From an optimization exercise on the open Yosys and OpenROAD flow, aimed at a short achievable clock period and few clock cycles; shortcuts taken in it are not production practice.
Only simulation tests tie the RTL to the original design; equivalence was not proved.
No activity file was given, so power comes from the tool's default toggle rates.

==> design/flow/design.v <==
module ARM (
  input         clk,
  input         rst,
  output [31:0] IMEM_ADDR,
  input  [31:0] IMEM_DATA,
  output        SRAM_WE_N,
  output [16:0] SRAM_ADDR,
  output [31:0] SRAM_DQ_OUT,
  input  [31:0] SRAM_DQ_IN
);
  integer i;
  reg  [9:0]  pc;                        
  reg  [9:0]  pc_o;                      
  reg         sram_we_n;
  reg  [31:0] ir;                        
  reg         d_valid;
  reg         d_pre;                     
  reg         d_pred;                    
  reg  [9:0]  d_pc;
  reg         e_valid;                   
  reg  [3:0]  e_cond;
  reg         e_s;
  reg         e_wb, e_load, e_store;
  reg         e_arith, e_sub, e_adc, e_and, e_orr, e_eor, e_mov, e_mvn;
  reg  [3:0]  e_dest;
  reg  [31:0] e_a, e_b, e_sd;
  reg  [17:0] e_off;
  reg         e_a_ex, e_a_ld, e_b_ex, e_b_ld, e_sd_ex, e_sd_ld;
  reg         e_br_check;                
  reg         e_pred;                    
  reg  [9:0]  e_target;
  reg  [9:0]  e_next;                    
  reg  [3:0]  flags;                     
  reg         m_we, m_ld;                
  reg  [3:0]  m_dest;
  reg  [31:0] m_res;
  reg  [15:0] sram_addr;
  reg  [31:0] sram_dq;
  reg         w_we;                      
  reg  [3:0]  w_dest;
  reg  [31:0] w_data;
  reg  [31:0] rf [0:14];
  assign IMEM_ADDR   = {20'b0, pc_o, 2'b00};
  assign SRAM_WE_N   = sram_we_n;
  assign SRAM_ADDR   = {1'b0, sram_addr};
  assign SRAM_DQ_OUT = sram_dq;
  function cond_ok(input [3:0] c, input [3:0] f);
    reg z, cf, n, v;
    begin
      {z, cf, n, v} = f;
      case (c)
        4'b0000: cond_ok = z;
        4'b0001: cond_ok = ~z;
        4'b0010: cond_ok = cf;
        4'b0011: cond_ok = ~cf;
        4'b0100: cond_ok = n;
        4'b0101: cond_ok = ~n;
        4'b0110: cond_ok = v;
        4'b0111: cond_ok = ~v;
        4'b1000: cond_ok = cf & ~z;
        4'b1001: cond_ok = ~cf & z;
        4'b1010: cond_ok = n == v;
        4'b1011: cond_ok = n != v;
        4'b1100: cond_ok = ~z & (n == v);
        4'b1101: cond_ok = z & (n != v);
        4'b1110: cond_ok = 1'b1;
        default: cond_ok = 1'b0;
      endcase
    end
  endfunction
  wire e_pass = cond_ok(e_cond, flags);
  wire [3:0] d_cond = ir[31:28];
  wire [1:0] d_mode = ir[27:26];
  wire       d_imm  = ir[25];
  wire [3:0] d_op   = ir[24:21];
  wire       d_sbit = ir[20];
  wire [3:0] d_rn   = ir[19:16];
  wire [3:0] d_rd   = ir[15:12];
  wire [3:0] d_rm   = ir[3:0];
  wire [4:0] d_amt  = ir[11:7];
  wire [1:0] d_sh   = ir[6:5];
  wire d_dp    = d_mode == 2'b00;
  wire d_mem   = d_mode == 2'b01;
  wire d_br    = d_mode == 2'b10;
  wire d_load  = d_mem & d_sbit;
  wire d_store = d_mem & ~d_sbit;
  wire op_mov = d_dp & (d_op == 4'b1101);
  wire op_mvn = d_dp & (d_op == 4'b1111);
  wire op_add = d_dp & (d_op == 4'b0100);
  wire op_adc = d_dp & (d_op == 4'b0101);
  wire op_sub = d_dp & (d_op == 4'b0010);
  wire op_sbc = d_dp & (d_op == 4'b0110);
  wire op_and = d_dp & (d_op == 4'b0000);
  wire op_orr = d_dp & (d_op == 4'b1100);
  wire op_eor = d_dp & (d_op == 4'b0001);
  wire op_cmp = d_dp & (d_op == 4'b1010);
  wire op_tst = d_dp & (d_op == 4'b1000);
  wire d_wb     = op_mov | op_mvn | op_add | op_adc | op_sub | op_sbc |
                  op_and | op_orr | op_eor | d_load;
  wire d_arith  = op_add | op_adc | op_sub | op_sbc | op_cmp | d_mem;
  wire d_subop  = op_sub | op_sbc | op_cmp;
  wire d_adcop  = op_adc | op_sbc;
  wire d_andop  = op_and | op_tst;
  wire d_use_b  = op_mov | op_mvn | d_arith | op_and | op_tst | op_orr | op_eor;
  wire d_use_a  = d_use_b & ~op_mov & ~op_mvn;
  wire d_use_rm = d_use_b & ~d_mem & ~d_imm;      
  wire d_shifted = d_use_rm & (d_amt != 5'd0);
  function [31:0] dread(input [3:0] r);
    begin
      if (m_we & ~m_ld & (m_dest == r))
        dread = m_res;
      else if (w_we & (w_dest == r))
        dread = w_data;
      else if (r == 4'd15)
        dread = 32'b0;
      else
        dread = rf[r];
    end
  endfunction
  wire [31:0] d_va = dread(d_rn);
  wire [31:0] d_v2 = dread(d_rm);
  wire [31:0] d_vd = dread(d_rd);
  wire [31:0] d_rot_src = {24'b0, ir[7:0]};
  wire [63:0] d_rot_dbl = {d_rot_src, d_rot_src} >> {ir[11:8], 1'b0};
  wire [63:0] d_ror_dbl = {d_v2, d_v2} >> d_amt;
  reg  [31:0] d_shv;
  always @(*) begin
    case (d_sh)
      2'b00: d_shv = d_v2 << d_amt;
      2'b01: d_shv = d_v2 >> d_amt;
      2'b10: d_shv = d_v2 >> d_amt;
      default: d_shv = d_ror_dbl[31:0];
    endcase
  end
  wire [31:0] d_b = d_mem ? {20'b0, ir[11:0]} : d_imm ? d_rot_dbl[31:0] : d_shv;
  wire e_w_any = e_valid & e_wb;
  wire a_hit_e  = d_use_a  & e_w_any & (e_dest == d_rn);
  wire b_hit_e  = d_use_rm & e_w_any & (e_dest == d_rm);
  wire sd_hit_e = d_store  & e_w_any & (e_dest == d_rd);
  wire a_hit_ml  = d_use_a  & m_we & m_ld & (m_dest == d_rn);
  wire b_hit_ml  = d_use_rm & m_we & m_ld & (m_dest == d_rm);
  wire sd_hit_ml = d_store  & m_we & m_ld & (m_dest == d_rd);
  wire d_stall = d_valid & (
      (e_load & (a_hit_e | b_hit_e | sd_hit_e)) |
      (d_shifted & (b_hit_e | b_hit_ml)));
  wire [9:0] d_target = d_pc + 10'd1 + ir[9:0];
  wire d_flags_known = ~(e_valid & e_s);
  wire e_sets_flags  = e_valid & e_s & e_pass;
  wire d_cond_now = cond_ok(d_cond, {e_sets_flags ? f_z : flags[3], flags[2:0]});
  wire d_br_sure  = (d_cond == 4'b1110) | (d_cond == 4'b1111) | d_flags_known |
                    (d_cond[3:1] == 3'b000);
  wire [9:0] d_next = d_pc + 10'd1;
  wire d_fix      = d_valid & d_br & ~d_pre & d_br_sure & (d_cond_now != d_pred);
  wire d_taken    = d_fix;
  wire [9:0] d_fix_pc = d_cond_now ? d_target : d_next;
  wire f_flags_known = ~(d_valid & ir[20]) & ~(e_valid & e_s & e_pass);
  reg  [15:0] f_tk, f_nt;                
  integer c;
  always @(*) begin
    for (c = 0; c < 16; c = c + 1) begin
      if (f_flags_known | (c >= 14)) begin
        f_tk[c] = cond_ok(c, flags);
        f_nt[c] = cond_ok(c, flags);
      end else begin
        f_tk[c] = 1'b1;
        f_nt[c] = 1'b0;
      end
    end
  end
  wire [3:0] f_cond = IMEM_DATA[31:28];
  wire f_br = IMEM_DATA[27:26] == 2'b10;
  wire f_sure  = (f_cond == 4'b1110) | (f_cond == 4'b1111) | f_flags_known;
  wire f_taken = f_br & (IMEM_DATA[23] ? f_tk[f_cond] : f_nt[f_cond]);
  wire [10:0] f_sum   = {pc, 1'b1} + {IMEM_DATA[9:0], 1'b1};    
  wire [9:0]  f_target = f_sum[10:1];
  wire [31:0] a  = e_a_ex  ? m_res : e_a_ld  ? w_data : e_a;
  wire [31:0] b  = e_b_ex  ? m_res : e_b_ld  ? w_data : e_b;
  wire [31:0] sd = e_sd_ex ? m_res : e_sd_ld ? w_data : e_sd;
  wire e_exec = e_valid & e_pass;
  wire [32:0] x   = e_sub ? {a[31], a} : {1'b0, a};
  wire [32:0] y   = e_sub ? ~{b[31], b} : {1'b0, b};
  wire        cin = e_adc ? flags[2] : e_sub;
  wire [32:0] sum = x + y + {32'b0, cin};
  wire [31:0] lres =
      ({32{e_and}}   & (a & b)) |
      ({32{e_orr}}   & (a | b)) |
      ({32{e_eor}}   & (a ^ b)) |
      ({32{e_mov}}   & b) |
      ({32{e_mvn}}   & ~b);
  wire [31:0] res = e_arith ? sum[31:0] : lres;
  wire [31:0] zc  = {x[30:0] | y[30:0], cin};
  wire        z_a = &(~(x[31:0] ^ y[31:0] ^ zc));
  wire f_z = e_arith ? z_a : ~|lres;
  wire f_n = res[31];
  wire f_c = e_arith & sum[32];
  wire f_v = e_arith & (e_sub ? (sum[32] ^ sum[31])
                              : ((a[31] == b[31]) & (sum[31] != a[31])));
  wire [17:0] e_addr = a[17:0] + e_off;
  wire e_redirect = e_valid & e_br_check & (e_pass != e_pred);
  wire [9:0] e_fix_pc = e_pass ? e_target : e_next;
  wire       pc_slow = e_redirect | d_stall | d_taken;
  wire [9:0] pc_other = e_redirect ? e_fix_pc : d_stall ? pc : d_taken ? d_fix_pc : pc + 10'd1;
  wire [9:0] pc_next = (~pc_slow & f_taken) ? f_target : pc_other;
  reg rst_q;
  always @(posedge clk)
    rst_q <= rst;
  always @(posedge clk or posedge rst) begin
    if (rst) begin
      pc <= 10'd0;
      d_valid <= 1'b0;
      e_valid <= 1'b0;
      flags <= 4'b0;
      m_we <= 1'b0;
      w_we <= 1'b0;
    end else begin
      pc <= pc_next;
      if (e_redirect | d_taken)
        d_valid <= 1'b0;
      else if (~d_stall)
        d_valid <= 1'b1;
      e_valid <= d_valid & ~d_stall & ~e_redirect;
      if (e_exec & e_s)
        flags <= {f_z, f_c, f_n, f_v};
      m_we <= e_exec & e_wb;
      w_we <= m_we & m_ld;
    end
  end
  always @(posedge clk) begin
    pc_o <= rst ? 10'd0 : pc_next;
    sram_we_n <= rst | ~(e_exec & e_store);
    if (~e_redirect & ~d_stall & ~d_taken) begin
      ir <= IMEM_DATA;
      d_pc <= pc;
      d_pre <= f_br & f_sure;
      d_pred <= f_taken;
    end
    e_cond <= d_cond;
    e_s <= d_sbit;
    e_wb <= d_wb;
    e_load <= d_load;
    e_store <= d_store;
    e_arith <= d_arith;
    e_sub <= d_subop;
    e_adc <= d_adcop;
    e_and <= d_andop;
    e_orr <= op_orr;
    e_eor <= op_eor;
    e_mov <= op_mov;
    e_mvn <= op_mvn;
    e_dest <= d_rd;
    e_a <= d_va;
    e_b <= d_b;
    e_sd <= d_vd;
    e_off <= {6'b0, ir[11:0]} - 18'd1024;
    e_a_ex <= a_hit_e & e_pass & ~e_load;
    e_a_ld <= a_hit_ml & ~(a_hit_e & e_pass);
    e_b_ex <= b_hit_e & e_pass & ~e_load & ~d_shifted;
    e_b_ld <= b_hit_ml & ~(b_hit_e & e_pass) & ~d_shifted;
    e_sd_ex <= sd_hit_e & e_pass & ~e_load;
    e_sd_ld <= sd_hit_ml & ~(sd_hit_e & e_pass);
    e_br_check <= d_br & ~d_pre & ~d_br_sure;
    e_target <= d_target;
    e_next <= d_next;
    e_pred <= d_pred;
    m_ld <= e_load;
    m_dest <= e_dest;
    m_res <= res;
    sram_addr <= e_addr[17:2];
    sram_dq <= sd;
    w_dest <= m_dest;
    w_data <= SRAM_DQ_IN;
    for (i = 0; i < 15; i = i + 1) begin
      if (rst_q)
        rf[i] <= i;
      else if (m_we & ~m_ld & (m_dest == i))
        rf[i] <= m_res;
      else if (w_we & (w_dest == i))
        rf[i] <= w_data;
    end
  end
endmodule
==> design/flow/flow/run.sh <==
#!/bin/bash
# The standard layout (standard.sh, the standard flow's own ORFS run), with these changes:
#  - repair_timing is asked for 15.3 ns of setup slack, so the resizer works
#    on every path longer than 4.7 ns (the SDC and clock period are unchanged);
#  - the resizer may swap a cell for one of another footprint;
#  - the port buffers are buf_4 cells.
# make's output goes to make_finish.log; ORFS writes each step's log under orfs/logs.
set -euo pipefail
bash standard.sh SETUP_SLACK_MARGIN=15.3 MATCH_CELL_FOOTPRINT=0 \
  "BUFFER_PORTS_ARGS=-buffer_cell sky130_fd_sc_hd__buf_4" finish > make_finish.log 2>&1
==> design/flow/standard.sh <==
#!/bin/bash
# synth_recipe.tcl (not shown) runs the flow's synth.tcl, then flattens the netlist and writes it again
# the make line also repeats each setting of config.mk as NAME=value (left out here)
make -C /OpenROAD-flow-scripts/flow DESIGN_CONFIG=/design/flow/config.mk WORK_HOME=/design/flow/orfs CLKGATE_MAP_FILE= SYNTH_SCRIPT=/design/flow/synth_recipe.tcl "${@:-finish}"
==> design/flow/config.mk <==
export PLATFORM = sky130hd
export DESIGN_NAME = ARM
export DESIGN_NICKNAME = ARM
export VERILOG_FILES = /design/flow/design.v
export SDC_FILE = /design/flow/constraint.sdc
export NUM_CORES = 4
export LEC_CHECK = 0
export CAP_MARGIN = 40
export CORE_MARGIN = 2
export CORE_UTILIZATION = 40
export SLEW_MARGIN = 30
==> design/flow/constraint.sdc <==
create_clock -name core_clock -period 20.0 [get_ports {clk}]
set_input_delay 4.0000 -clock core_clock [delete_from_list [all_inputs] [get_ports {clk}]]
set_output_delay 4.0000 -clock core_clock [all_outputs]
set_load 0.01 [all_outputs]
==> run summary, run 1 <==
----------------------------------------------------
[Run status]
  Result of the run ... timing/DRC/antenna clean

[Hold path]
  Hold worst-path end ... sram_we_n
  Worst hold path type ... reg2reg
  Hold Path Cell Cnt ... 1
  Worst min-delay path startpoint ... e_store

[Synth]
  Synthesized netlist cell count ... 6664
  Fraction of the yosys area taken by sequential cells ... 0.306
  Count of flip-flops with a built-in enable after synthesis ... between 40 and 50
  Proportion of netlist area held by the largest area contributor ... 0.275
  Dominant synthesized flop cell ... sky130_fd_sc_hd__dfxtp_1
  Area contributors post-synth ... sky130_fd_sc_hd__dfxtp_1 (27%), sky130_fd_sc_hd__mux2i_1 (13%), sky130_fd_sc_hd__a211oi_1 (6.7%), sky130_fd_sc_hd__a22oi_1 (5.6%), sky130_fd_sc_hd__nor2_1 (4.9%)
  Yosys warns ... 2
  Synthesized area per cell ... around 8.4 sq um
  Flip-flop and latch count after synthesis ... 832
  Area of the mapped netlist ... approximately 0.056 sq mm
  Distinct cell type count after synthesis ... 100
  Fraction of registers with async set/reset ... 0.0216
  Biggest area consumer among synthesized cells ... sky130_fd_sc_hd__dfxtp_1

[Placement]
  HPWL after DPL ... just under 200000 um
  # port buffers ... about 120
  Area of placed instances ... ~0.059 sq mm
  Worst slack at placement ... approximately 14 ns
  RePlAce Congestion ... between 1 and 1.5

[STA]
  Largest clock skew in the final design ... about 0.047 ns
  Shortest period the worst path allows ... between 5 and 6 ns
  Slew Limit Fails ... 0
  Worst-margin pin slew ... 1.04 ns
  Final Hold Fails ... 0
  Peak Freq ... approximately 190 MHz
  Period utilization ... 0.265
  RSZ-0062 raised after global routing ... true
  Worst slew margin relative to its limit ... 0.308
  Number of failing setup endpoints in the final timing report ... 0
  Least setup slack across all paths after layout ... between 10 and 15 ns
  Final hold slack ... 0.425 ns
  Total Negative Setup Slacks ... 0 ns

[Cells and area]
  Final std cell area, no fill ... between 0.06 and 0.07 sq mm
  Signed area change from the synthesized netlist to the final layout ... 17.0%
  Fraction of final layout cells with drive strength greater than 1 ... 0.172
  Number of nets at the end of the flow ... 6756
  Layout filler cell count ... roughly 13000

[Power and ir drop]
  Static leakage ... 25.1 nW
  Worst IR drop on VDD ... 0.122 mV
  Power per standard cell area ... between 150 and 200 mW/mm^2

[Job]
  Count of max-cap constraint violations ... 0

[GRT]
  Wire length of the first global-routing pass ... 430000 um
  Maximum number of pins on one net before global-route repair ... 82
  Tot GR Track Use ... 0.417
  GR Overflow Total ... 0
  Via count of the first global-routing pass ... between 50000 and 60000
  Number of antenna violations at the first check in global routing ... 29

[Route]
  DRC violations left ... 0
  Via count ... 60900
  Detailed-route wire length ... roughly 310000 um
  Drt first pass iters ... 15
  Number of violations reported at the end of detailed-routing iteration 0 ... roughly 12000
  Routed via count divided by cell count ... approximately 7.2
  Antenna-violating nets left ... 0
  Wire per inst ... about 37 um

[Clocking]
  Cts hold-fix bufs ... 0
  Clock H-tree levels ... 3
  Buffer cell driving the clock tree root ... sky130_fd_sc_hd__clkbuf_16
  Clk latency of the worst-skew pair ... around 0.79 ns
  TritonCTS buffer count ... ~100
  CTS tree ... done
  Number of clock sinks seen by CTS ... ~830
  Worst-path clk slew ... about 0.06 ns
  Max Buffers Root-to-Sink ... 3

[Floorplan]
  Floorplan die area ... around 0.14 sq mm
  Core area ... 0.139 sq mm
  Vertical die dimension ... between 300 and 400 um
  Die extent in x ... around 380 um
  Top-level I/O count ... ~150
  Std-Cell Rows ... approximately 140
  Initial Util ... 0.403

[Setup path]
  Class of the most critical setup path ... in2reg
  Required time reported for the critical path endpoint ... approximately 21 ns
  Worst setup slack for register-to-register paths ... roughly 15 ns
  CP endpoint kind ... register
  End of the worst register-to-register path ... pc_o[4]
  Arrival time at the worst endpoint ... around 6 ns
  Kind of launch point of the worst setup path ... primary input
  R2r startpoint ... e_b_ld
  Critical-path maximum fanout ... 6
  Depth of the worst register-to-register path ... 20

----------------------------------------------------
[per-layer routing]
metal  wire length [um]  up-vias  track usage
met5                339        -      0.00858
met4              32100       24        0.310
met3              45400     1896        0.174
met2             125000     5448        0.595
met1             111000    28800        0.497
li1                   -    24800            -
[state kept, by name (all words and copies together), names as in the netlist, 4 cells and up]
| name | count |
|---|---|
| e_next | 10 |
| w_dest | 4 |
| e_target | 10 |
| e_cond | 4 |
| sram_addr | 16 |
| e_a | 32 |
| m_dest | 4 |
| m_res | 32 |
| ir | 32 |
| rf | 480 |
| e_dest | 4 |
| pc_o | 10 |
| flags | 4 |
| e_b | 32 |
| w_data | 32 |
| e_off | 13 |
| sram_dq | 32 |
| pc | 10 |
| d_pc | 10 |
| e_sd | 32 |
[cell families (layout without fill, tap and decap cells)]
| family | Yosys count | in the layout | synth area share |
|---|---|---|---|
| AND/OR/NAND/NOR | 1690 | 1696 | 0.138 |
| adder cells (fa/ha/maj) | 169 | 169 | 0.0382 |
| AO/OA/AOI/OAI | 2067 | 2067 | 0.266 |
| multiplexers | 837 | 837 | 0.158 |
| flip-flops | 832 | 832 | 0.306 |
| buffers and inverters | 893 | 801 | 0.0661 |
| XOR/XNOR | 175 | 175 | 0.0276 |
| other | 1 | 34 | 0.0000668 |
[cell usage after synthesis (all sizes together) (91+ instances only)]
| library cell | instances |
|---|---|
| buf | 179 |
| inv | 149 |
| a31oi | 98 |
| nand2 | 340 |
| ha | 165 |
| nor3 | 91 |
| mux2i | 721 |
| nand4 | 92 |
| nor2 | 730 |
| o21ai | 195 |
| xnor2 | 115 |
| dfxtp | 770 |
| clkbuf | 564 |
| a21oi | 263 |
| nand3 | 133 |
| a22oi | 416 |
| a211oi | 503 |
[critical path: stages]
cell and delay, ns:
sky130_fd_sc_hd__buf_12 0.08, sky130_fd_sc_hd__mux4_2 0.52, sky130_fd_sc_hd__xor2_2 0.17, sky130_fd_sc_hd__o311ai_2 0.24, sky130_fd_sc_hd__a21oi_2 0.13, sky130_fd_sc_hd__buf_6 0.16
sky130_fd_sc_hd__a21o_1 0.15, sky130_fd_sc_hd__a32oi_1 0.21, sky130_fd_sc_hd__a32o_1 0.19, sky130_fd_sc_hd__and2_1 0.13
[through the flow]
stage	util	std cells	power (mW)
5_1_grt	0.471	8478	10.5
2_1_floorplan	-	6686	5.35
6_report	0.471	8487	10.3
3_3_place_gp	0.418	8124	7.39
3_5_place_dp	0.426	8189	7.47
4_1_cts	0.461	8422	9.70
[how the worst max path moves through the flow]
stage / endpoint / from / slack [ns]
floorplan: pc_o[9] / IMEM_DATA[29] / 13.89
global placement: pc_o[9] / IMEM_DATA[1] / 13.42
detailed placement: pc_o[9] / IMEM_DATA[1] / 13.58
CTS: pc_o[8] / IMEM_DATA[0] / 14.70
global route: pc_o[2] / IMEM_DATA[29] / 14.61
finish: pc_o[2] / IMEM_DATA[29] / 14.70
[power breakdown]
part           switching, mW  leakage, nW  internal [mW]
Clock                  0.826         1.66           1.13
Combinational           3.87         16.5           1.96
Sequential             0.477         6.99           2.05
Total                   5.18         25.1           5.14
[final cells by class]
cell class                      instances  area [sq um]  area share
Clock inverter                         44           563     0.00858
Tap cell                             1876          2350      0.0358
Clock buffer                          135          2830      0.0430
Sequential cell                       832         17300       0.263
Multi-Input combinational cell       4967         37000       0.564
Inverter                              150           579     0.00882
Timing Repair Buffer                  472          4990      0.0760
Antenna cell                           11          27.5    0.000419
[repair_timing]
action / 4_1_cts / 5_1_grt
cloned: 8 / 7
setup endpoints to repair: 173 / 160
pin swaps: 33 / 31
setup buffers: 46 / 26
gates resized for setup: 305 / 150
endpoints found under the hold margin: 0 / 0
[layout by cell type (no fill, tap or decap), types with 28 or more instances in the layout]
cell,count
sky130_fd_sc_hd__nand3_1,129
sky130_fd_sc_hd__a22oi_1,414
sky130_fd_sc_hd__xnor2_1,114
sky130_fd_sc_hd__inv_1,140
sky130_fd_sc_hd__a222oi_1,79
sky130_fd_sc_hd__a21oi_1,242
sky130_fd_sc_hd__o211ai_1,31
sky130_fd_sc_hd__dfxtp_1,687
sky130_fd_sc_hd__xor2_1,55
sky130_fd_sc_hd__nor2_1,697
sky130_fd_sc_hd__o221ai_1,84
sky130_fd_sc_hd__o21a_1,46
sky130_fd_sc_hd__nor3_1,75
sky130_fd_sc_hd__buf_6,115
sky130_fd_sc_hd__buf_12,28
sky130_fd_sc_hd__dfxtp_2,80
sky130_fd_sc_hd__o21ai_0,165
sky130_fd_sc_hd__mux2i_1,680
sky130_fd_sc_hd__mux2_2,80
sky130_fd_sc_hd__edfxtp_1,44
sky130_fd_sc_hd__mux2i_4,31
sky130_fd_sc_hd__a211oi_1,493
sky130_fd_sc_hd__nand2_1,321
sky130_fd_sc_hd__buf_4,279
sky130_fd_sc_hd__a22o_1,29
sky130_fd_sc_hd__o22ai_1,38
sky130_fd_sc_hd__ha_1,160
sky130_fd_sc_hd__nand2b_1,62
sky130_fd_sc_hd__and2_1,51
sky130_fd_sc_hd__a2111oi_0,36
sky130_fd_sc_hd__nor2_4,28
sky130_fd_sc_hd__a31oi_1,94
sky130_fd_sc_hd__a221oi_1,28
sky130_fd_sc_hd__clkbuf_16,108
sky130_fd_sc_hd__nand4_1,92
Testbench counts, summed over its fixed seeds: cycles 79,398.
==> run 2: changes to the inputs <==
--- a/design/flow/design.v
+++ b/design/flow/design.v
@@ -1 +1,31 @@
+module IF_Stage (
+  input         rst,
+  input  [31:0] instr,                   
+  input  [9:0]  pc,
+  input  [9:0]  pc_other,                
+  input         pc_slow,                 
+  input  [15:0] tk,                      
+  input  [15:0] nt,                      
+  input  [15:0] known,                   
+  output [9:0]  pc_next,
+  output [9:0]  pc_o_next,               
+  output        pre,                     
+  output        pred                     
+);
+  wire [3:0]  c      = instr[31:28];
+  wire [15:0] dec    = 16'b1 << c;
+  wire        hit_tk = |(dec & tk);
+  wire        hit_nt = |(dec & nt);
+  wire        br     = instr[27:26] == 2'b10;
+  wire        taken  = br & (instr[23] ? hit_tk : hit_nt);
+  wire [10:0] sum    = {pc, 1'b1} + {instr[9:0], 1'b1};    
+  wire [9:0]  other   = pc_slow ? pc_other : pc + 10'd1;
+  wire        sel     = taken & ~pc_slow;
+  wire        sel_o   = sel & ~rst;
+  wire [9:0]  other_o = rst ? 10'd0 : other;
+  assign pc_next   = sel ? sum[10:1] : other;
+  assign pc_o_next = sel_o ? sum[10:1] : other_o;
+  assign pre       = br & |(dec & known);
+  assign pred      = taken;
+endmodule
 module ARM (
@@ -42,2 +72,3 @@
   reg  [31:0] rf [0:14];
+  reg  [14:0] rf_eq1;                    
   assign IMEM_ADDR   = {20'b0, pc_o, 2'b00};
@@ -155,4 +186,20 @@
   wire [9:0] d_fix_pc = d_cond_now ? d_target : d_next;
-  wire f_flags_known = ~(d_valid & ir[20]) & ~(e_valid & e_s & e_pass);
+  wire d_ops_ready = ~a_hit_e & ~a_hit_ml;
+  wire d_sub1 = (op_sub | op_cmp) & d_imm & (ir[11:0] == 12'd1);
+  wire m_eq1 = m_res == 32'd1;
+  wire w_eq1 = w_data == 32'd1;
+  wire d_rn_eq1 =
+      (m_we & ~m_ld & (m_dest == d_rn)) ? m_eq1 :
+      (w_we & (w_dest == d_rn)) ? w_eq1 :
+      (d_rn == 4'd15) ? 1'b0 : rf_eq1[d_rn];
+  wire e_sf   = e_valid & e_s & e_pass;
+  wire d_sets = d_valid & d_sbit;
+  wire d_exec_known = ~e_sf | (d_cond[3:1] == 3'b111);
+  wire d_exec = d_valid & ((d_cond == 4'b1110) | (~e_sf & cond_ok(d_cond, flags)));
+  wire f_all_known = ~e_sf & ~(d_sets & d_exec);
+  wire f_z_known   = f_all_known |
+                     (d_sets & d_exec & d_exec_known & d_ops_ready & d_sub1);
+  wire f_zv        = (d_sets & d_exec) ? d_rn_eq1 : flags[3];
   reg  [15:0] f_tk, f_nt;                
+  reg  [15:0] f_known;
   integer c;
@@ -160,5 +207,10 @@
     for (c = 0; c < 16; c = c + 1) begin
-      if (f_flags_known | (c >= 14)) begin
+      if (f_all_known | (c >= 14)) begin
         f_tk[c] = cond_ok(c, flags);
         f_nt[c] = cond_ok(c, flags);
+        f_known[c] = 1'b1;
+      end else if (f_z_known & (c < 2)) begin
+        f_tk[c] = (c == 0) ? f_zv : ~f_zv;
+        f_nt[c] = (c == 0) ? f_zv : ~f_zv;
+        f_known[c] = 1'b1;
       end else begin
@@ -166,2 +218,3 @@
         f_nt[c] = 1'b0;
+        f_known[c] = 1'b0;
       end
@@ -169,8 +222,2 @@
   end
-  wire [3:0] f_cond = IMEM_DATA[31:28];
-  wire f_br = IMEM_DATA[27:26] == 2'b10;
-  wire f_sure  = (f_cond == 4'b1110) | (f_cond == 4'b1111) | f_flags_known;
-  wire f_taken = f_br & (IMEM_DATA[23] ? f_tk[f_cond] : f_nt[f_cond]);
-  wire [10:0] f_sum   = {pc, 1'b1} + {IMEM_DATA[9:0], 1'b1};    
-  wire [9:0]  f_target = f_sum[10:1];
   wire [31:0] a  = e_a_ex  ? m_res : e_a_ld  ? w_data : e_a;
@@ -201,4 +248,19 @@
   wire       pc_slow = e_redirect | d_stall | d_taken;
-  wire [9:0] pc_other = e_redirect ? e_fix_pc : d_stall ? pc : d_taken ? d_fix_pc : pc + 10'd1;
-  wire [9:0] pc_next = (~pc_slow & f_taken) ? f_target : pc_other;
+  wire [9:0] pc_other = e_redirect ? e_fix_pc : d_stall ? pc : d_fix_pc;
+  wire [9:0] pc_next, pc_o_next;
+  wire       f_pre, f_pred;
+  IF_Stage if_stage (
+    .rst(rst),
+    .instr(IMEM_DATA),
+    .pc(pc),
+    .pc_other(pc_other),
+    .pc_slow(pc_slow),
+    .tk(f_tk),
+    .nt(f_nt),
+    .known(f_known),
+    .pc_next(pc_next),
+    .pc_o_next(pc_o_next),
+    .pre(f_pre),
+    .pred(f_pred)
+  );
   reg rst_q;
@@ -228,3 +290,3 @@
   always @(posedge clk) begin
-    pc_o <= rst ? 10'd0 : pc_next;
+    pc_o <= pc_o_next;
     sram_we_n <= rst | ~(e_exec & e_store);
@@ -233,4 +295,4 @@
       d_pc <= pc;
-      d_pre <= f_br & f_sure;
-      d_pred <= f_taken;
+      d_pre <= f_pre;
+      d_pred <= f_pred;
     end
@@ -272,8 +334,12 @@
     for (i = 0; i < 15; i = i + 1) begin
-      if (rst_q)
+      if (rst_q) begin
         rf[i] <= i;
-      else if (m_we & ~m_ld & (m_dest == i))
+        rf_eq1[i] <= i == 1;
+      end else if (m_we & ~m_ld & (m_dest == i)) begin
         rf[i] <= m_res;
-      else if (w_we & (w_dest == i))
+        rf_eq1[i] <= m_eq1;
+      end else if (w_we & (w_dest == i)) begin
         rf[i] <= w_data;
+        rf_eq1[i] <= w_eq1;
+      end
     end
--- a/design/flow/config.mk
+++ b/design/flow/config.mk
@@ -11 +11,2 @@
 export SLEW_MARGIN = 30
+export SYNTH_HIERARCHICAL = 1
==> run summary, run 2 <==
----------------------------------------------------
[STA]
  Final hold slack ... roughly 0.42 ns
  Worst slew margin relative to its limit ... 0.282
  Total Negative Setup Slacks ... 0 ns
  Peak Freq ... 182 MHz
  Period utilization ... 0.274
  RSZ-0062 raised after global routing ... true
  Worst-margin pin slew ... 1.08 ns
  Largest clock skew in the final design ... ~0.06 ns
  Final Hold Fails ... 0
  Number of failing setup endpoints in the final timing report ... 0
  Slew Limit Fails ... 0
  Least setup slack across all paths after layout ... around 15 ns
  Shortest period the worst path allows ... about 5.5 ns

[Synth]
  Area contributors post-synth ... sky130_fd_sc_hd__dfxtp_1 (27%), sky130_fd_sc_hd__mux2i_1 (14%), sky130_fd_sc_hd__a211oi_1 (6.2%), sky130_fd_sc_hd__nor2_1 (5.3%), sky130_fd_sc_hd__a22oi_1 (5.1%)
  Synthesized area per cell ... about 8.3 sq um
  Area of the mapped netlist ... about 0.058 sq mm
  Distinct cell type count after synthesis ... 110
  List of most frequent post-synthesis cells ... sky130_fd_sc_hd__nor2_1 (810), sky130_fd_sc_hd__mux2i_1 (802), sky130_fd_sc_hd__dfxtp_1 (785), sky130_fd_sc_hd__clkbuf_1 (605), sky130_fd_sc_hd__a211oi_1 (478)
  Dominant synthesized flop cell ... sky130_fd_sc_hd__dfxtp_1
  Synthesized netlist cell count ... around 7000
  Count of flip-flops with a built-in enable after synthesis ... between 40 and 50
  Yosys warns ... 8
  Biggest area consumer among synthesized cells ... sky130_fd_sc_hd__dfxtp_1
  Proportion of netlist area held by the largest area contributor ... 0.272
  Fraction of the yosys area taken by sequential cells ... 0.303
  Fraction of registers with async set/reset ... 0.0213
  Flip-flop and latch count after synthesis ... approximately 850
  Library cell with the highest instance count after synthesis ... sky130_fd_sc_hd__nor2_1

[Floorplan]
  Vertical die dimension ... slightly below 400 um
  Std-Cell Rows ... around 140
  Top-level I/O count ... between 100 and 150
  Core area ... approximately 0.14 sq mm
  Die extent in x ... between 300 and 400 um
  Floorplan die area ... between 0.1 and 0.15 sq mm
  Initial Util ... 0.403

[Power and ir drop]
  Worst IR drop on VDD ... roughly 0.095 mV
  Sequential power share ... 0.247
  Power per standard cell area ... roughly 140 mW/mm^2
  Clock network fraction of total power ... 0.220
  Static leakage ... between 20 and 30 nW
  Net Sw Frac ... 0.476
  Combinational Power Share ... 0.533
  Design Power ... between 9 and 10 mW
  Net switching power ... about 4.5 mW
  Total internal power ... between 4 and 5 mW

[Cells and area]
  Combined flip-flop and latch cell area ... 0.0176 sq mm
  Leading cell type in the layout, fill and taps excluded ... sky130_fd_sc_hd__nor2_1
  Number of nets at the end of the flow ... about 7100
  Fraction of final layout cells with drive strength greater than 1 ... 0.173
  Largest register FFs ... between 400 and 500
  Final instance count without filler cells ... around 9000
  Final core occ ... 0.476
  Most flops, register ... rf
  Area of the multi-input gates ... between 0.03 and 0.04 sq mm
  Signed area change from the synthesized netlist to the final layout ... 18.3%
  Most frequent cells in the layout ... sky130_fd_sc_hd__nor2_1 (781), sky130_fd_sc_hd__mux2i_1 (773), sky130_fd_sc_hd__dfxtp_1 (716)
  Final std cell area, no fill ... slightly below 0.07 sq mm
  Layout filler cell count ... 13700

[Route]
  Detailed-route wire length ... between 300000 and 400000 um
  Via count ... 64900
  Drt first pass iters ... 15
  DRC violations left ... 0
  Routed via count divided by cell count ... just over 7
  Antenna-violating nets left ... 0
  Wire per inst ... 36.4 um
  Number of violations reported at the end of detailed-routing iteration 0 ... approximately 14000

[Clocking]
  Number of clock sinks seen by CTS ... about 850
  TritonCTS buffer count ... around 100
  Clk latency of the worst-skew pair ... between 0.7 and 0.8 ns
  CTS tree ... done
  Buffer cell driving the clock tree root ... sky130_fd_sc_hd__clkbuf_16
  Max Buffers Root-to-Sink ... 3
  Worst-path clk slew ... 0.06 ns
  Clock H-tree levels ... 3

[Setup path]
  Critical-path maximum fanout ... 2
  Kind of launch point of the worst setup path ... primary input
  Class of the most critical setup path ... in2reg
  CP endpoint kind ... register
  Required time reported for the critical path endpoint ... about 21 ns
  Arrival time at the worst endpoint ... 6.17 ns
  Worst setup slack for register-to-register paths ... ~15 ns

[GRT]
  Wire length of the first global-routing pass ... 453000 um
  GR Overflow Total ... 0
  Number of antenna violations at the first check in global routing ... 27
  Maximum number of pins on one net before global-route repair ... 76
  Tot GR Track Use ... 0.421
  Via count of the first global-routing pass ... 59400

[Placement]
  Area of placed instances ... slightly above 0.06 sq mm
  HPWL after DPL ... 196000 um
  # port buffers ... around 120
  Cell count after placement ... between 8000 and 9000
  RePlAce Congestion ... ~1.1
  Worst slack at placement ... 13.90 ns

[Run status]
  Result of the run ... timing/DRC/antenna clean

[Hold path]
  Worst hold path type ... reg2reg

[Job]
  Count of max-cap constraint violations ... 0

----------------------------------------------------
==> run 2: timing repair <==
| item | in CTS | in global routing |
|---|---|---|
| pin swaps | 43 | 44 |
| gates cloned | 28 | 3 |
| setup endpoints to repair | 182 | 171 |
| buffers inserted | 89 | 46 |
| gates resized for setup | 355 | 83 |
| hold buffers | 0 | 0 |
==> run 2: worst paths after layout <==
check | startpoint | end | cells past startpoint
worst max-delay path | IMEM_DATA[0] | pc_o[8] | 13
worst min-delay path | e_dest[2] | m_dest[2] | 0
worst max register to register | e_b_ld | pc_o[8] | 20
worst min register to register | e_dest[2] | m_dest[2] | 0
max in group asynchronous | rst | flags[1] | 3
min in group asynchronous | rst | pc[1] | 2
==> run 2: Yosys stat by module, one instance, submodules excluded <==
module    flip-flops and latches  copies in the design
ARM                          847                     1
IF_Stage                       0                     1
==> run 2: cell type report <==
| type | count | area share |
|---|---|---|
| multi-input combinational | 5226 | 0.560 |
| sequential | 847 | 0.257 |
| timing repair buffer | 566 | 0.0845 |
| clock buffer | 140 | 0.0426 |
| tap | 1903 | 0.0348 |
| clock inverter | 56 | 0.0112 |
| inverter | 162 | 0.00917 |
| antenna | 19 | 0.000696 |
| timing repair inverter | 1 | 0.0000732 |
==> run 2: kinds of logic (layout without fill, tap and decap cells) <==
logic type,count (synthesis),after routing,synth area share
AOI/OAI and AO/OA,2084,2086,0.258
and+or+nand+nor,1878,1880,0.148
buffers and inverters,927,925,0.0664
muxes,888,888,0.161
DFF,847,847,0.303
xor gates and xnor gates,173,173,0.0262
adders and majority gates,170,170,0.0373
other,2,48,0.000130
==> run 2: power by group through the flow <==
stage	combinational (mW)	clock, mW	sequential, mW
finish	5.08	2.09	2.35
global route	5.18	2.16	2.36
CTS	4.61	2.10	2.33
detailed placement	4.23	0	2.34
global placement	4.19	0	2.34
floorplan	2.67	0	2.21
==> run 2: layer usage <==
metal | share of wire | up-vias | GRT usage
li1 | - | 25900 | -
met1 | 0.36 | 30500 | 0.501
met2 | 0.38 | 6176 | 0.575
met3 | 0.15 | 2257 | 0.195
met4 | 0.11 | 39 | 0.331
met5 | 0.0040 | - | 0.0500
==> run 2: worst max-delay path, stage by stage <==
cell,delay (ns)
sky130_fd_sc_hd__buf_8,0.11
sky130_fd_sc_hd__clkinv_8,0.04
sky130_fd_sc_hd__ha_4,0.13
sky130_fd_sc_hd__inv_2,0.04
sky130_fd_sc_hd__fa_2,0.35
sky130_fd_sc_hd__a21oi_2,0.19
sky130_fd_sc_hd__o211ai_1,0.12
sky130_fd_sc_hd__or3_4,0.40
sky130_fd_sc_hd__a31oi_4,0.17
sky130_fd_sc_hd__xnor2_2,0.13
sky130_fd_sc_hd__mux2i_1,0.08
sky130_fd_sc_hd__o21ai_1,0.21
sky130_fd_sc_hd__nor2b_2,0.20
Testbench counts of run 2, summed over its fixed seeds: cycles 77,320.
==> run 3: changes to the inputs <==
--- a/design/flow/design.v
+++ b/design/flow/design.v
@@ -1,3 +1,2 @@
 module IF_Stage (
-  input         rst,
   input  [31:0] instr,                   
@@ -10,3 +9,2 @@
   output [9:0]  pc_next,
-  output [9:0]  pc_o_next,               
   output        pre,                     
@@ -23,6 +21,3 @@
   wire        sel     = taken & ~pc_slow;
-  wire        sel_o   = sel & ~rst;
-  wire [9:0]  other_o = rst ? 10'd0 : other;
   assign pc_next   = sel ? sum[10:1] : other;
-  assign pc_o_next = sel_o ? sum[10:1] : other_o;
   assign pre       = br & |(dec & known);
@@ -249,6 +244,5 @@
   wire [9:0] pc_other = e_redirect ? e_fix_pc : d_stall ? pc : d_fix_pc;
-  wire [9:0] pc_next, pc_o_next;
+  wire [9:0] pc_next;
   wire       f_pre, f_pred;
   IF_Stage if_stage (
-    .rst(rst),
     .instr(IMEM_DATA),
@@ -261,3 +255,2 @@
     .pc_next(pc_next),
-    .pc_o_next(pc_o_next),
     .pre(f_pre),
@@ -271,2 +264,3 @@
       pc <= 10'd0;
+      pc_o <= 10'd0;
       d_valid <= 1'b0;
@@ -278,2 +272,3 @@
       pc <= pc_next;
+      pc_o <= pc_next;
       if (e_redirect | d_taken)
@@ -290,3 +285,2 @@
   always @(posedge clk) begin
-    pc_o <= pc_o_next;
     sram_we_n <= rst | ~(e_exec & e_store);
--- a/design/flow/config.mk
+++ b/design/flow/config.mk
@@ -9,3 +9,3 @@
 export CORE_MARGIN = 2
-export CORE_UTILIZATION = 40
+export CORE_UTILIZATION = 50
 export SLEW_MARGIN = 30
==> run summary, run 3 <==
----------------------------------------------------
[Synth]
  Proportion of netlist area held by the largest area contributor ... 0.270
  Area contributors post-synth ... sky130_fd_sc_hd__dfxtp_1 (27%), sky130_fd_sc_hd__nor2_1 (6.4%), sky130_fd_sc_hd__mux2i_1 (6.0%), sky130_fd_sc_hd__nand2_1 (5.3%), sky130_fd_sc_hd__a22oi_1 (5.2%)
  Area of the mapped netlist ... ~0.057 sq mm
  Fraction of the yosys area taken by sequential cells ... 0.301
  Biggest area consumer among synthesized cells ... sky130_fd_sc_hd__dfxtp_1
  Dominant synthesized flop cell ... sky130_fd_sc_hd__dfxtp_1
  Synthesized netlist cell count ... 7394
  Fraction of registers with async set/reset ... 0.0215
  Synthesized area per cell ... a little under 8 sq um
  Yosys warns ... 8
  Distinct cell type count after synthesis ... ~120
  Count of flip-flops with a built-in enable after synthesis ... 44
  List of most frequent post-synthesis cells ... sky130_fd_sc_hd__nor2_1 (986), sky130_fd_sc_hd__nand2_1 (810), sky130_fd_sc_hd__dfxtp_1 (775), sky130_fd_sc_hd__clkbuf_1 (624), sky130_fd_sc_hd__a21oi_1 (450)
  Flip-flop and latch count after synthesis ... roughly 840
  Library cell with the highest instance count after synthesis ... sky130_fd_sc_hd__nor2_1

[Placement]
  RePlAce Congestion ... ~1.1
  # port buffers ... ~120
  Cell count after placement ... about 8500
  Area of placed instances ... a little over 0.06 sq mm
  HPWL after DPL ... between 200000 and 250000 um
  Worst slack at placement ... ~13 ns

[Setup path]
  Required time reported for the critical path endpoint ... ~16 ns
  Arrival time at the worst endpoint ... ~1.3 ns
  Stage delay of the slowest cell on the critical path ... 0.44 ns
  Cell type group with the largest total delay on the critical path ... flip-flops
  Ordered list of cells on the worst path ... buf_6
  Class of the most critical setup path ... reg2out
  CP max-delay cell ... sky130_fd_sc_hd__dfrtp_2
  CP endpoint kind ... output pin
  Critical-path maximum fanout ... 2
  Kind of launch point of the worst setup path ... register
  Count of buffer and inverter cells on the critical path ... 1

[GRT]
  Tot GR Track Use ... 0.552
  Number of antenna violations at the first check in global routing ... 33
  Via count of the first global-routing pass ... slightly above 60000
  Wire length of the first global-routing pass ... between 400000 and 500000 um
  GR Overflow Total ... 0
  Maximum number of pins on one net before global-route repair ... between 200 and 250

[Power and ir drop]
  Worst IR drop on VDD ... 0.0993 mV
  Static leakage ... around 26 nW
  Power per standard cell area ... 137 mW/mm^2
  Design Power ... ~9.3 mW

[Run status]
  Result of the run ... timing/DRC/antenna clean

[Job]
  Count of max-cap constraint violations ... 0

[Cells and area]
  Fraction of final layout cells with drive strength greater than 1 ... 0.175
  Leading cell type in the layout, fill and taps excluded ... sky130_fd_sc_hd__nor2_1
  Most flops, register ... rf
  Most frequent cells in the layout ... sky130_fd_sc_hd__nor2_1 (954), sky130_fd_sc_hd__nand2_1 (781), sky130_fd_sc_hd__dfxtp_1 (711)
  Number of nets at the end of the flow ... between 7000 and 8000
  Final instance count without filler cells ... 8914
  Final core occ ... 0.592
  Largest register FFs ... 480
  Signed area change from the synthesized netlist to the final layout ... 17.7%
  Final std cell area, no fill ... ~0.068 sq mm

[Route]
  Number of violations reported at the end of detailed-routing iteration 0 ... ~16000
  DRC violations left ... 0
  Via count ... 68400
  Wire per inst ... 38.3 um
  Detailed-route wire length ... between 300000 and 400000 um
  Routed via count divided by cell count ... around 7.7
  Antenna-violating nets left ... 0
  Drt first pass iters ... 17

[Clocking]
  CTS tree ... done
  Max Buffers Root-to-Sink ... 3
  Worst-path clk slew ... 0.06 ns
  TritonCTS buffer count ... slightly below 100
  Clock H-tree levels ... 3
  Cts hold-fix bufs ... 0
  Number of clock sinks seen by CTS ... 837
  Clk latency of the worst-skew pair ... a little under 0.8 ns
  Buffer cell driving the clock tree root ... sky130_fd_sc_hd__clkbuf_16

[Floorplan]
  Std-Cell Rows ... 124
  Floorplan die area ... between 0.1 and 0.15 sq mm
  Core area ... 0.114 sq mm
  Top-level I/O count ... 148
  Die extent in x ... 343 um
  Initial Util ... 0.503
  Vertical die dimension ... 343 um

[STA]
  Largest clock skew in the final design ... 0.0598 ns
  Final hold slack ... 0.388 ns
  Final Hold Fails ... 0
  Slew Limit Fails ... 0
  Peak Freq ... approximately 190 MHz
  RSZ-0062 raised after global routing ... true
  Shortest period the worst path allows ... between 5 and 6 ns
  Total Negative Setup Slacks ... 0 ns
  Worst slew margin relative to its limit ... 0.280
  Period utilization ... 0.265
  Least setup slack across all paths after layout ... around 15 ns
  Worst-margin pin slew ... between 1 and 1.5 ns
  Number of failing setup endpoints in the final timing report ... 0

[Hold path]
  Worst hold path type ... reg2reg

----------------------------------------------------
==> run 3: cell types whose count changed after synthesis, sizes merged, moves of 24 or more <==
cell,delta
a311oi,+195
inv,+24
a211oi,-187
nor2,+175
mux2,+32
a21oi,+153
nand2,+404
mux2i,-457
==> run 3: final timing paths <==
path | from | to | slack, ns | cells after the start
worst max-delay path | pc[3] | IMEM_ADDR[5] | 14.70 | 1
worst min-delay path | e_load | m_ld | 0.39 | 0
worst max register to register | e_b_ld | ir[5] | 15.03 | 20
worst min register to register | e_load | m_ld | 0.39 | 0
max in group asynchronous | rst | pc[9] | 16.31 | 3
min in group asynchronous | rst | flags[3] | 3.38 | 3
==> run 3: cell type report <==
class	instances	area [sq um]
clock inverters	53	766
inverters	181	726
clock buffers	131	2820
flip-flops and latches	837	17400
repair buffers	561	5700
multi-input cells	5612	38200
diodes	26	65.1
repair inverters	1	7.51
well taps	1512	1890
fillers	10300	46600
==> run 3: power breakdown <==
| group | internal [mW] | switching, mW |
|---|---|---|
| Sequential | 1.98 | 0.287 |
| Clock | 1.21 | 0.833 |
| Combinational | 1.67 | 3.30 |
==> run 3: Yosys stat by module (local to each module, per instance) <==
module,times used,flops+latches,cells inside,area [sq um]
ARM,1,837,7194,56000
IF_Stage,1,0,200,1460
==> run 3: routing by layer <==
| metal | global-route usage | wire [um] | up-vias |
|---|---|---|---|
| met3 | 0.290 | 56900 | 2523 |
| met5 | 0.0513 | 1040 | - |
| met1 | 0.652 | 117000 | 31800 |
| met4 | 0.445 | 39600 | 42 |
| met2 | 0.732 | 127000 | 6999 |
| li1 | - | - | 27100 |
==> run 3: timing repair <==
item | 4_1_cts | 5_1_grt
cloned | 10 | 7
setup buffers | 70 | 71
setup endpoints to repair | 171 | 149
resized for setup | 281 | 173
pin swaps | 51 | 50
==> run 3: kinds of logic after synthesis <==
family | count (synthesis) | synth area share
xor gates and xnor gates | 181 | 0.0277
adders and majority gates | 170 | 0.0376
muxes | 465 | 0.0890
AOI/OAI and AO/OA | 2270 | 0.282
buffers and inverters | 975 | 0.0703
other | 2 | 0.000131
DFF | 837 | 0.301
and+or+nand+nor | 2494 | 0.192
Testbench counts of run 3, summed over its fixed seeds: cycles 77,320.
==> run 4: changes to the inputs <==
--- a/design/flow/design.v
+++ b/design/flow/design.v
@@ -1 +1,8 @@
+module PC (
+  input        rst,
+  input  [9:0] pc_next,
+  output [9:0] pc_o_next
+);
+  assign pc_o_next = pc_next & ~{10{rst}};
+endmodule
 module IF_Stage (
@@ -258,2 +265,8 @@
   );
+  wire [9:0] pc_o_next;
+  PC pc_out (
+    .rst(rst),
+    .pc_next(pc_next),
+    .pc_o_next(pc_o_next)
+  );
   reg rst_q;
@@ -264,3 +277,2 @@
       pc <= 10'd0;
-      pc_o <= 10'd0;
       d_valid <= 1'b0;
@@ -272,3 +284,2 @@
       pc <= pc_next;
-      pc_o <= pc_next;
       if (e_redirect | d_taken)
@@ -285,2 +296,3 @@
   always @(posedge clk) begin
+    pc_o <= pc_o_next;
     sram_we_n <= rst | ~(e_exec & e_store);
--- a/design/flow/config.mk
+++ b/design/flow/config.mk
@@ -9,3 +9,3 @@
 export CORE_MARGIN = 2
-export CORE_UTILIZATION = 50
+export CORE_UTILIZATION = 55
 export SLEW_MARGIN = 30
==> run summary, run 4 <==
----------------------------------------------------
[Run status]
  Result of the run ... timing/DRC/antenna clean

[Synth]
  Biggest area consumer among synthesized cells ... sky130_fd_sc_hd__dfxtp_1
  Yosys warns ... 8
  Fraction of the yosys area taken by sequential cells ... 0.302
  Library cell with the highest instance count after synthesis ... sky130_fd_sc_hd__nor2_1
  Flip-flop and latch count after synthesis ... roughly 850
  Count of flip-flops with a built-in enable after synthesis ... 44
  Synthesized area per cell ... about 8.3 sq um
  Proportion of netlist area held by the largest area contributor ... 0.271
  Area contributors post-synth ... sky130_fd_sc_hd__dfxtp_1 (27%), sky130_fd_sc_hd__mux2i_1 (14%), sky130_fd_sc_hd__a211oi_1 (6.2%), sky130_fd_sc_hd__nor2_1 (5.3%), sky130_fd_sc_hd__a22oi_1 (5.1%)
  Synthesized netlist cell count ... approximately 7000
  Distinct cell type count after synthesis ... 118
  Dominant synthesized flop cell ... sky130_fd_sc_hd__dfxtp_1
  Area of the mapped netlist ... between 0.05 and 0.06 sq mm
  Fraction of registers with async set/reset ... 0.0213
  List of most frequent post-synthesis cells ... sky130_fd_sc_hd__nor2_1 (811), sky130_fd_sc_hd__mux2i_1 (787), sky130_fd_sc_hd__dfxtp_1 (785), sky130_fd_sc_hd__clkbuf_1 (604), sky130_fd_sc_hd__a211oi_1 (475)

[Power and ir drop]
  Worst IR drop on VDD ... ~0.14 mV
  Power per standard cell area ... 139 mW/mm^2
  Total internal power ... a little under 5 mW
  Sequential power share ... 0.254
  Clock network fraction of total power ... 0.210
  Net switching power ... ~4.5 mW
  Static leakage ... between 20 and 30 nW
  Combinational Power Share ... 0.536
  Net Sw Frac ... 0.480

[STA]
  Worst slew margin relative to its limit ... 0.263
  Slew Limit Fails ... 0
  Period utilization ... 0.267
  Total Negative Setup Slacks ... 0 ns
  Largest clock skew in the final design ... approximately 0.067 ns
  Worst-margin pin slew ... 1.11 ns
  Final Hold Fails ... 0
  Number of failing setup endpoints in the final timing report ... 0
  Shortest period the worst path allows ... roughly 5.3 ns
  Peak Freq ... 187 MHz
  RSZ-0062 raised after global routing ... true

[Setup path]
  WP depth ... 18
  Stage delay of the slowest cell on the critical path ... between 0.7 and 0.8 ns
  Required time reported for the critical path endpoint ... roughly 21 ns
  Critical-path maximum fanout ... 22
  Depth of the worst register-to-register path ... 18
  CP endpoint kind ... register
  Most used cell along the critical path ... sky130_fd_sc_hd__xnor2_1
  CP max-delay cell ... sky130_fd_sc_hd__dfxtp_2
  Arrival time at the worst endpoint ... roughly 5.9 ns
  Ordered list of cells on the worst path ... mux2i_1 > o21a_1 > xnor2_1 > ha_1 > xnor2_1 > nor4_1 > nand4_1 > nor4_4 > a21oi_4 > mux2_4 > o41ai_4 > o211ai_1 > buf_6 > xor2_4 > a41o_4 > or3b_4 > o221a_1 > nor2b_1
  Kind of launch point of the worst setup path ... register
  Class of the most critical setup path ... reg2reg
  Count of buffer and inverter cells on the critical path ... 1
  Cell type group with the largest total delay on the critical path ... compound AO/OA/AOI/OAI gates

[Cells and area]
  Most frequent cells in the layout ... sky130_fd_sc_hd__nor2_1 (775), sky130_fd_sc_hd__mux2i_1 (758), sky130_fd_sc_hd__dfxtp_1 (712)
  Layout filler cell count ... between 8000 and 9000
  Number of nets at the end of the flow ... roughly 7100
  Fraction of final layout cells with drive strength greater than 1 ... 0.166
  Largest register FFs ... 480
  Final core occ ... 0.640
  Most flops, register ... rf
  Leading cell type in the layout, fill and taps excluded ... sky130_fd_sc_hd__nor2_1
  Signed area change from the synthesized netlist to the final layout ... 15.9%

[Hold path]
  Worst hold path type ... reg2reg
  Hold Path Cell Cnt ... 0

[Route]
  Wire per inst ... 37.7 um
  Antenna-violating nets left ... 0
  Routed via count divided by cell count ... 7.81
  Number of violations reported at the end of detailed-routing iteration 0 ... between 15000 and 20000
  Detailed-route wire length ... 314000 um
  Drt first pass iters ... 22
  DRC violations left ... 0
  Via count ... 65200

[Floorplan]
  Initial Util ... 0.553
  Std-Cell Rows ... about 120
  Floorplan die area ... 0.108 sq mm
  Top-level I/O count ... approximately 150
  Die extent in x ... about 330 um
  Vertical die dimension ... around 330 um
  Core area ... about 0.10 sq mm

[GRT]
  Wire length of the first global-routing pass ... roughly 440000 um
  Via count of the first global-routing pass ... slightly below 60000
  Tot GR Track Use ... 0.556
  Maximum number of pins on one net before global-route repair ... between 90 and 100
  GR Overflow Total ... 0
  Number of antenna violations at the first check in global routing ... 18

[Placement]
  RePlAce Congestion ... 1.08
  # port buffers ... around 120
  HPWL after DPL ... 188000 um

[Clocking]
  Clk latency of the worst-skew pair ... just under 0.8 ns
  CTS tree ... done
  Cts hold-fix bufs ... 0
  Number of clock sinks seen by CTS ... about 850
  Buffer cell driving the clock tree root ... sky130_fd_sc_hd__clkbuf_16
  Max Buffers Root-to-Sink ... 3
  Clock H-tree levels ... 3
  TritonCTS buffer count ... between 90 and 100
  Worst-path clk slew ... ~0.060 ns

[Job]
  Count of max-cap constraint violations ... 0

----------------------------------------------------
## run 4: kinds of logic after synthesis
family	count (synthesis)	share of synthesized area
compound gates	2097	0.260
simple gates	1894	0.150
buf+inv	929	0.0664
mux	873	0.158
flops	847	0.302
xor+xnor	173	0.0262
fa+ha+maj	170	0.0372
other cells	2	0.000130
## run 4: metal layers
layer  part of all wire  vias up  track usage  wire [um]
met1               0.34    30300        0.654     108000
met5             0.0023        -       0.0333        711
met2               0.37     6474        0.732     117000
met3               0.17     2534        0.297      52800
li1                   -    25800            -          -
met4               0.11       28        0.459      36100
## run 4: path summary, 6_finish.rpt
kind	startpoint	to	slack, ns
min in group asynchronous	rst	pc[1]	3.37
worst min-delay path	e_load	m_ld	0.41
max in group asynchronous	rst	m_we	16.20
worst max-delay path	w_data[14]	pc_o[9]	14.66
worst max register to register	w_data[14]	pc_o[9]	14.66
worst min register to register	e_load	m_ld	0.41
## run 4: area by class of cell
| cell class | count | area [sq um] | area share |
|---|---|---|---|
| multi-input cells | 5237 | 38300 | 0.571 |
| flip-flops and latches | 847 | 17600 | 0.262 |
| repair buffers | 507 | 5350 | 0.0797 |
| clock buffers | 135 | 2880 | 0.0428 |
| well taps | 1391 | 1740 | 0.0259 |
| inverters | 162 | 639 | 0.00953 |
| clock inverters | 45 | 531 | 0.00791 |
| diodes | 16 | 40.0 | 0.000597 |
| repair inverters | 2 | 12.5 | 0.000186 |
## run 4: power by group through the flow
stage	sequential, mW	combinational [mW]	clock (mW)
floorplan	2.21	2.72	0
global placement	2.38	4.19	0
detailed placement	2.37	4.25	0
CTS	2.35	4.52	1.94
global route	2.39	5.09	2.01
finish	2.37	5.01	1.96
## run 4: per-stage QoR
stage                     power [mW]  std cells  hold WS [ns]  setup slack (ns)  area [sq um]
final                           9.35       8342         0.413             14.66         67100
after global routing            9.49       8329         0.417             14.52         67100
after CTS                       8.81       8284         0.411             14.73         66000
after detailed placement        6.62       8026         0.402             13.81         60700
after global placement          6.57       7983         0.403             13.78         59900
after floorplan                 4.93       7012         0.326             14.22         58400
## run 4: per-module statistics from Yosys, one instance, submodules excluded
module | area [sq um] | flip-flops and latches
ARM | 56400 | 847
PC | 62.6 | 0
IF_Stage | 1460 | 0
## run 4: timing repair
action	4_1_cts	5_1_grt
resized for setup	286	112
buffers inserted	65	23
setup endpoints to repair	174	163
gates cloned	13	6
pin swaps	50	28
Testbench counts of run 4, summed over its fixed seeds: cycles 77,320.

[what the ideal ports hide]
The flow's constraints put no driver on any port. The routed layouts listed below were extracted and timed again, unchanged, in two steps. Step 1 sets driving cells, clkbuf_16 on the clock port and buf_2 on the other inputs (assumed; they add their load-dependent delay and slew). Step 2 also shifts input and output timing later by t, the mid clock arrival at the registers, as if the neighbouring blocks saw the same clock. a / b / c = ideal / step 1 / step 2; a / b = the first two.
| run | shift t [ns] | setup slack, ns | worst setup path at the end |
|---|---|---|---|
| run 1 | 0.850 | 14.702 / 14.675 / 13.875 | input to register |
| run 2 | 0.837 | 14.513 / 14.552 / 13.715 | input to register |
| run 3 | 0.829 | 14.701 / 14.619 / 13.979 | input to register |
| run 4 | 0.818 | 14.657 / 14.657 / 13.934 | input to register |
After both steps every run listed still meets setup and hold. The setup slack of run 1, which loses most, moves by -0.027 ns with the drivers and by -0.827 ns with both steps.
